What follows belongs to an exercise in optimizing a design on an open flow for a short achievable clock period and few clock cycles; a production flow would make more cautious choices.
The RTL was checked by simulation tests, not by an equivalence proof against the original design.
Power and IR drop assume default switching activity.

oak:
Design risc_cpu, start of the top module:
module risc_cpu (
	input 				clk    ,
	input 				rst    ,
	output wire 		rd     ,
	output wire 		wr     ,
	output wire 		halt   ,
	output wire [12:0] 	addr   ,
	input  wire [7:0] 	data_in ,
	output wire [7:0] 	data_out
);
==> module risc_cpu, before the edit <==
module risc_cpu (
	input 				clk    ,
	input 				rst    ,
	output wire 		rd     ,
	output wire 		wr     ,
	output wire 		halt   ,
	output wire [12:0] 	addr   ,
	input  wire [7:0] 	data_in ,
	output wire [7:0] 	data_out
);
	localparam [2:0] HLT = 3'b000, SKZ = 3'b001, ADD = 3'b010, ANDD = 3'b011,
	                 XORR = 3'b100, LDA = 3'b101, STO = 3'b110, JMP = 3'b111;
	localparam integer NIDX = 5;
	localparam integer NENT = 1 << NIDX;
	localparam integer TAGW = 13 - NIDX;        
	reg        m_fetch, m_f1, m_data;
	reg [12:0] addr_r;
	reg [12:0] pc;
	reg [NENT-1:0] q;                           
	reg        e_hit;
	reg [7:0]  e_b0, e_b1;
	reg        zflag;
	reg [7:0]  b0_r;
	reg        c_add, c_and, c_xor;             
	reg [7:0]  acc;
	reg        rd_r, wr_r, halt_r;
	reg [7:0]  dout_r;
	reg [NENT-1:0] c_val;
	reg [TAGW-1:0] c_tag [0:NENT-1];
	reg [7:0]      c_b0  [0:NENT-1];
	reg [7:0]      c_b1  [0:NENT-1];
	assign addr     = addr_r;
	assign rd       = rd_r;
	assign wr       = wr_r;
	assign halt     = halt_r;
	assign data_out = dout_r;
	function [TAGW-1:0] tag_of(input [12:0] a);
		tag_of = {a[12:NIDX+1], a[0]};
	endfunction
	function [NENT-1:0] onehot(input [NIDX-1:0] i);
		onehot = {{(NENT-1){1'b0}}, 1'b1} << i;
	endfunction
	function [NENT-1:0] rotl(input [NENT-1:0] v, input integer n);
		rotl = (v << n) | (v >> (NENT - n));
	endfunction
	function [16:0] lookup(input [NENT-1:0] sel, input [NENT-1:0] match);
		integer k;
		reg [15:0] d;
		reg v;
		begin
			d = 0; v = 0;
			for (k = 0; k < NENT; k = k + 1) begin
				if (sel[k]) begin
					d = d | {c_b0[k], c_b1[k]};
					v = v | match[k];
				end
			end
			lookup = {v, d};
		end
	endfunction
	wire        zero    = zflag;
	wire        d_read  = m_data && !wr_r;        
	wire [2:0]  e_op    = e_b0[7:5];
	wire [12:0] e_a     = {e_b0[4:0], e_b1};
	wire [2:0]  in_op   = data_in[7:5];
	wire [2:0]  f1_op   = b0_r[7:5];
	wire [12:0] f1_a    = {b0_r[4:0], data_in};
	wire [12:0] pc_1    = pc + 13'd1;
	wire [12:0] pc_2    = pc + 13'd2;
	wire [12:0] pc_4    = pc + 13'd4;
	wire [NENT-1:0] q_2 = rotl(q, 1);
	wire [NENT-1:0] q_4 = rotl(q, 2);
	wire [NENT-1:0] q_j = onehot(e_a[NIDX:1]);
	wire [NENT-1:0] q_f = onehot(f1_a[NIDX:1]);
	wire [TAGW-1:0] t_cur = tag_of(pc);
	wire [TAGW-1:0] t_nxt = {pc[12:NIDX+1] + 1'b1, pc[0]};
	reg  [NENT-1:0] m_cur, m_nxt;
	integer k;
	always @(*) begin
		for (k = 0; k < NENT; k = k + 1) begin
			m_cur[k] = c_val[k] && (c_tag[k] == t_cur);
			m_nxt[k] = c_val[k] && (c_tag[k] == t_nxt);
		end
	end
	wire [NENT-1:0] m_2 = {m_cur[NENT-1:1], m_nxt[0]};
	wire [16:0] r_2 = lookup(q_2, m_2);
	reg [7:0] alu;
	always @(*) begin
		if (c_add)      alu = acc + data_in;
		else if (c_and) alu = acc & data_in;
		else if (c_xor) alu = acc ^ data_in;
		else            alu = data_in;      
	end
	wire z_add = ((acc ^ data_in) == {acc[6:0] | data_in[6:0], 1'b0});
	wire z_and = ((acc & data_in) == 8'd0);
	wire z_xor = (acc == data_in);
	wire z_lda = (data_in == 8'd0);
	wire z_new = c_add ? z_add : c_and ? z_and : c_xor ? z_xor : z_lda;
	wire c_we = !halt_r && (m_f1 || (m_fetch && (in_op == SKZ)));
	reg            w_en;
	reg [NENT-1:0] w_sel;
	reg [TAGW-1:0] w_tag;
	reg [7:0]      w_b0, w_b1;
	always @(posedge clk) begin
		if (rst) w_en <= 1'b0;
		else     w_en <= c_we;
		w_sel <= q;
		w_tag <= tag_of(pc);
		w_b0  <= m_f1 ? b0_r : data_in;
		w_b1  <= data_in;
	end
	integer i;
	always @(posedge clk) begin
		for (i = 0; i < NENT; i = i + 1) begin
			if (rst) c_val[i] <= 1'b0;
			else if (w_en && w_sel[i]) c_val[i] <= 1'b1;
			if (w_en && w_sel[i]) begin
				c_tag[i] <= w_tag;
				c_b0[i]  <= w_b0;
				c_b1[i]  <= w_b1;
			end
		end
	end
	task go_next(input sel);
		begin
			if (sel) begin
				pc <= pc_4; q <= q_4; e_hit <= 1'b0;
			end else begin
				pc <= pc_2; q <= q_2; {e_hit, e_b0, e_b1} <= r_2;
			end
		end
	endtask
	task start_mem(input [2:0] op, input [12:0] a);
		begin
			m_fetch <= 1'b0;
			m_f1    <= 1'b0;
			m_data  <= 1'b1;
			addr_r  <= a;
			c_add   <= (op == ADD);
			c_and   <= (op == ANDD);
			c_xor   <= (op == XORR);
			if (op == STO) begin
				rd_r   <= 1'b0;
				wr_r   <= 1'b1;
				dout_r <= d_read ? alu : acc;
			end
		end
	endtask
	task to_fetch(input [12:0] a);
		begin
			m_fetch <= 1'b1;
			m_f1    <= 1'b0;
			m_data  <= 1'b0;
			addr_r  <= a;
		end
	endtask
	always @(posedge clk) begin
		if (rst) begin
			m_fetch <= 1'b1;
			m_f1    <= 1'b0;
			m_data  <= 1'b0;
			addr_r  <= 13'd0;
			pc      <= 13'd0;
			q       <= onehot(0);
			e_hit   <= 1'b0;
			zflag   <= 1'b1;
			acc     <= 8'd0;
			rd_r    <= 1'b1;
			wr_r    <= 1'b0;
			halt_r  <= 1'b0;
			dout_r  <= 8'd0;
		end else if (!halt_r) begin
			if (d_read) begin
				acc   <= alu;
				zflag <= z_new;
			end
			rd_r   <= 1'b1;
			wr_r   <= 1'b0;
			dout_r <= 8'd0;
			if (!m_f1 && e_hit) begin
				case (e_op)
					HLT: begin
						halt_r <= 1'b1;
						rd_r   <= 1'b0;
					end
					SKZ: begin
						if (d_read) begin
							to_fetch(pc);             
						end else begin
							to_fetch(zero ? pc_4 : pc_2);
							go_next(zero);
						end
					end
					JMP: begin
						to_fetch(e_a);
						pc    <= e_a;
						q     <= q_j;
						e_hit <= 1'b0;
					end
					default: begin
						start_mem(e_op, e_a);
						go_next(1'b0);
					end
				endcase
			end else if (m_data) begin
				to_fetch(pc);                     
			end else if (m_fetch) begin
				case (in_op)
					HLT: begin
						halt_r <= 1'b1;
						rd_r   <= 1'b0;
					end
					SKZ: begin
						to_fetch(zero ? pc_4 : pc_2);
						go_next(zero);
					end
					default: begin
						m_fetch <= 1'b0;
						m_f1    <= 1'b1;
						b0_r    <= data_in;
						addr_r  <= pc_1;
					end
				endcase
			end else begin
				if (f1_op == JMP) begin
					to_fetch(f1_a);
					pc    <= f1_a;
					q     <= q_f;
					e_hit <= 1'b0;
				end else begin
					start_mem(f1_op, f1_a);
					go_next(1'b0);
				end
			end
		end
	end
endmodule
export LEC_CHECK = 0
export ABC_CLOCK_PERIOD_IN_PS = 1500
export CAP_MARGIN = 20
export CORE_MARGIN = 2
export CORE_UTILIZATION = 25
export SETUP_SLACK_MARGIN = 3.0
export SLEW_MARGIN = 20
export TNS_END_PERCENT = 100
create_clock -name core_clock -period 5.0 [get_ports {clk}]
run.sh (not shown) runs the stock make flow with config.mk's settings and CLKGATE_MAP_FILE= SYNTH_SCRIPT=/design/flow/synth_recipe.tcl, a recipe that flattens the netlist after the stock synthesis.
Testbench counts of oak, summed over its fixed seeds: cycles 15,475.
Changes in pine relative to oak:
--- a/flow/design.v
+++ b/flow/design.v
@@ -62,43 +62,45 @@
 	wire        d_read  = m_data && !wr_r;        
 	wire [2:0]  e_op    = e_b0[7:5];
 	wire [12:0] e_a     = {e_b0[4:0], e_b1};
 	wire [2:0]  in_op   = data_in[7:5];
 	wire [2:0]  f1_op   = b0_r[7:5];
 	wire [12:0] f1_a    = {b0_r[4:0], data_in};
-	wire [12:0] pc_1    = pc + 13'd1;
-	wire [12:0] pc_2    = pc + 13'd2;
-	wire [12:0] pc_4    = pc + 13'd4;
+	reg  [12:0] pc_1, pc_2, pc_4;
+	reg  [12-NIDX-1:0] tn_r;
 	wire [NENT-1:0] q_2 = rotl(q, 1);
 	wire [NENT-1:0] q_4 = rotl(q, 2);
 	wire [NENT-1:0] q_j = onehot(e_a[NIDX:1]);
 	wire [NENT-1:0] q_f = onehot(f1_a[NIDX:1]);
 	wire [TAGW-1:0] t_cur = tag_of(pc);
-	wire [TAGW-1:0] t_nxt = {pc[12:NIDX+1] + 1'b1, pc[0]};
+	wire [TAGW-1:0] t_nxt = {tn_r, pc[0]};
 	reg  [NENT-1:0] m_cur, m_nxt;
 	integer k;
 	always @(*) begin
 		for (k = 0; k < NENT; k = k + 1) begin
 			m_cur[k] = c_val[k] && (c_tag[k] == t_cur);
 			m_nxt[k] = c_val[k] && (c_tag[k] == t_nxt);
 		end
 	end
 	wire [NENT-1:0] m_2 = {m_cur[NENT-1:1], m_nxt[0]};
+	wire [NENT-1:0] m_4 = {m_cur[NENT-1:2], m_nxt[1:0]};
 	wire [16:0] r_2 = lookup(q_2, m_2);
+	wire [16:0] r_4 = lookup(q_4, m_4);
 	reg [7:0] alu;
 	always @(*) begin
 		if (c_add)      alu = acc + data_in;
 		else if (c_and) alu = acc & data_in;
 		else if (c_xor) alu = acc ^ data_in;
 		else            alu = data_in;      
 	end
 	wire z_add = ((acc ^ data_in) == {acc[6:0] | data_in[6:0], 1'b0});
 	wire z_and = ((acc & data_in) == 8'd0);
 	wire z_xor = (acc == data_in);
 	wire z_lda = (data_in == 8'd0);
 	wire z_new = c_add ? z_add : c_and ? z_and : c_xor ? z_xor : z_lda;
+	wire zero_now = d_read ? z_new : zflag;
 	wire c_we = !halt_r && (m_f1 || (m_fetch && (in_op == SKZ)));
 	reg            w_en;
 	reg [NENT-1:0] w_sel;
 	reg [TAGW-1:0] w_tag;
 	reg [7:0]      w_b0, w_b1;
 	always @(posedge clk) begin
@@ -118,18 +120,30 @@
 				c_tag[i] <= w_tag;
 				c_b0[i]  <= w_b0;
 				c_b1[i]  <= w_b1;
 			end
 		end
 	end
+	function [52+TAGW-2:0] derive(input [12:0] x);
+		derive = {x, x + 13'd1, x + 13'd2, x + 13'd4, x[12:NIDX+1] + 1'b1};
+	endfunction
+	wire [52+TAGW-2:0] d_2 = derive(pc_2);
+	wire [52+TAGW-2:0] d_4 = derive(pc_4);
+	wire [52+TAGW-2:0] d_j = derive(e_a);
+	wire [52+TAGW-2:0] d_f = derive(f1_a);
+	task set_pc(input [52+TAGW-2:0] d);
+		begin
+			{pc, pc_1, pc_2, pc_4, tn_r} <= d;
+		end
+	endtask
 	task go_next(input sel);
 		begin
 			if (sel) begin
-				pc <= pc_4; q <= q_4; e_hit <= 1'b0;
+				set_pc(d_4); q <= q_4; {e_hit, e_b0, e_b1} <= r_4;
 			end else begin
-				pc <= pc_2; q <= q_2; {e_hit, e_b0, e_b1} <= r_2;
+				set_pc(d_2); q <= q_2; {e_hit, e_b0, e_b1} <= r_2;
 			end
 		end
 	endtask
 	task start_mem(input [2:0] op, input [12:0] a);
 		begin
 			m_fetch <= 1'b0;
@@ -157,13 +171,13 @@
 	always @(posedge clk) begin
 		if (rst) begin
 			m_fetch <= 1'b1;
 			m_f1    <= 1'b0;
 			m_data  <= 1'b0;
 			addr_r  <= 13'd0;
-			pc      <= 13'd0;
+			set_pc(derive(13'd0));
 			q       <= onehot(0);
 			e_hit   <= 1'b0;
 			zflag   <= 1'b1;
 			acc     <= 8'd0;
 			rd_r    <= 1'b1;
 			wr_r    <= 1'b0;
@@ -181,22 +195,18 @@
 				case (e_op)
 					HLT: begin
 						halt_r <= 1'b1;
 						rd_r   <= 1'b0;
 					end
 					SKZ: begin
-						if (d_read) begin
-							to_fetch(pc);             
-						end else begin
-							to_fetch(zero ? pc_4 : pc_2);
-							go_next(zero);
-						end
+						to_fetch(zero_now ? pc_4 : pc_2);
+						go_next(zero_now);
 					end
 					JMP: begin
 						to_fetch(e_a);
-						pc    <= e_a;
+						set_pc(d_j);
 						q     <= q_j;
 						e_hit <= 1'b0;
 					end
 					default: begin
 						start_mem(e_op, e_a);
 						go_next(1'b0);
@@ -221,13 +231,13 @@
 						addr_r  <= pc_1;
 					end
 				endcase
 			end else begin
 				if (f1_op == JMP) begin
 					to_fetch(f1_a);
-					pc    <= f1_a;
+					set_pc(d_f);
 					q     <= q_f;
 					e_hit <= 1'b0;
 				end else begin
 					start_mem(f1_op, f1_a);
 					go_next(1'b0);
 				end
==> comparison <==
pine went all the way through the flow, and no timing, DRC or antenna check failed.
[compare] base=oak new=pine: average footprint of a synthesized cell fell by 14%, number of antenna cells inserted fell by 3.
Compared with oak, in pine area growth from synthesis to final layout down 6.4 points, register area share after synthesis saw a decrease, clock skew now larger, combinational power share increased 29 points, x dimension of the die increased by about 10% relative to the old numbers.
Testbench counts of pine, summed over its fixed seeds: cycles 15,320.

[what the ideal ports hide]
In the flow no input, the clock included, has a driving cell. The finished layouts below were timed again as built, in two steps.
Step 1 (the two cells are an assumption about what drives the block):
set clk [get_ports {clk}]
set_driving_cell -lib_cell sky130_fd_sc_hd__clkbuf_16 $clk
set_driving_cell -lib_cell sky130_fd_sc_hd__buf_2 [delete_from_list [all_inputs] $clk]
Step 2 moves the port delays by t, midway between the first and last clock arrival at a register: inputs arrive t later, outputs are due t later. That takes back most of the time a late clock gives input paths.
Slacks: ideal / step 1 / step 2; pairs: ideal / step 1.
run	t, ns	slack for setup (ns)	latest minus earliest clock arrival (ns)
oak	0.746	2.640 / 2.640 / 2.034	0.072 / 0.072
pine	0.808	2.114 / 2.162 / 1.354	0.084 / 0.084
After both steps setup and hold are still met in every run listed. The setup slack of pine, which loses most, moves by +0.048 ns with the drivers and by -0.760 ns with both steps.
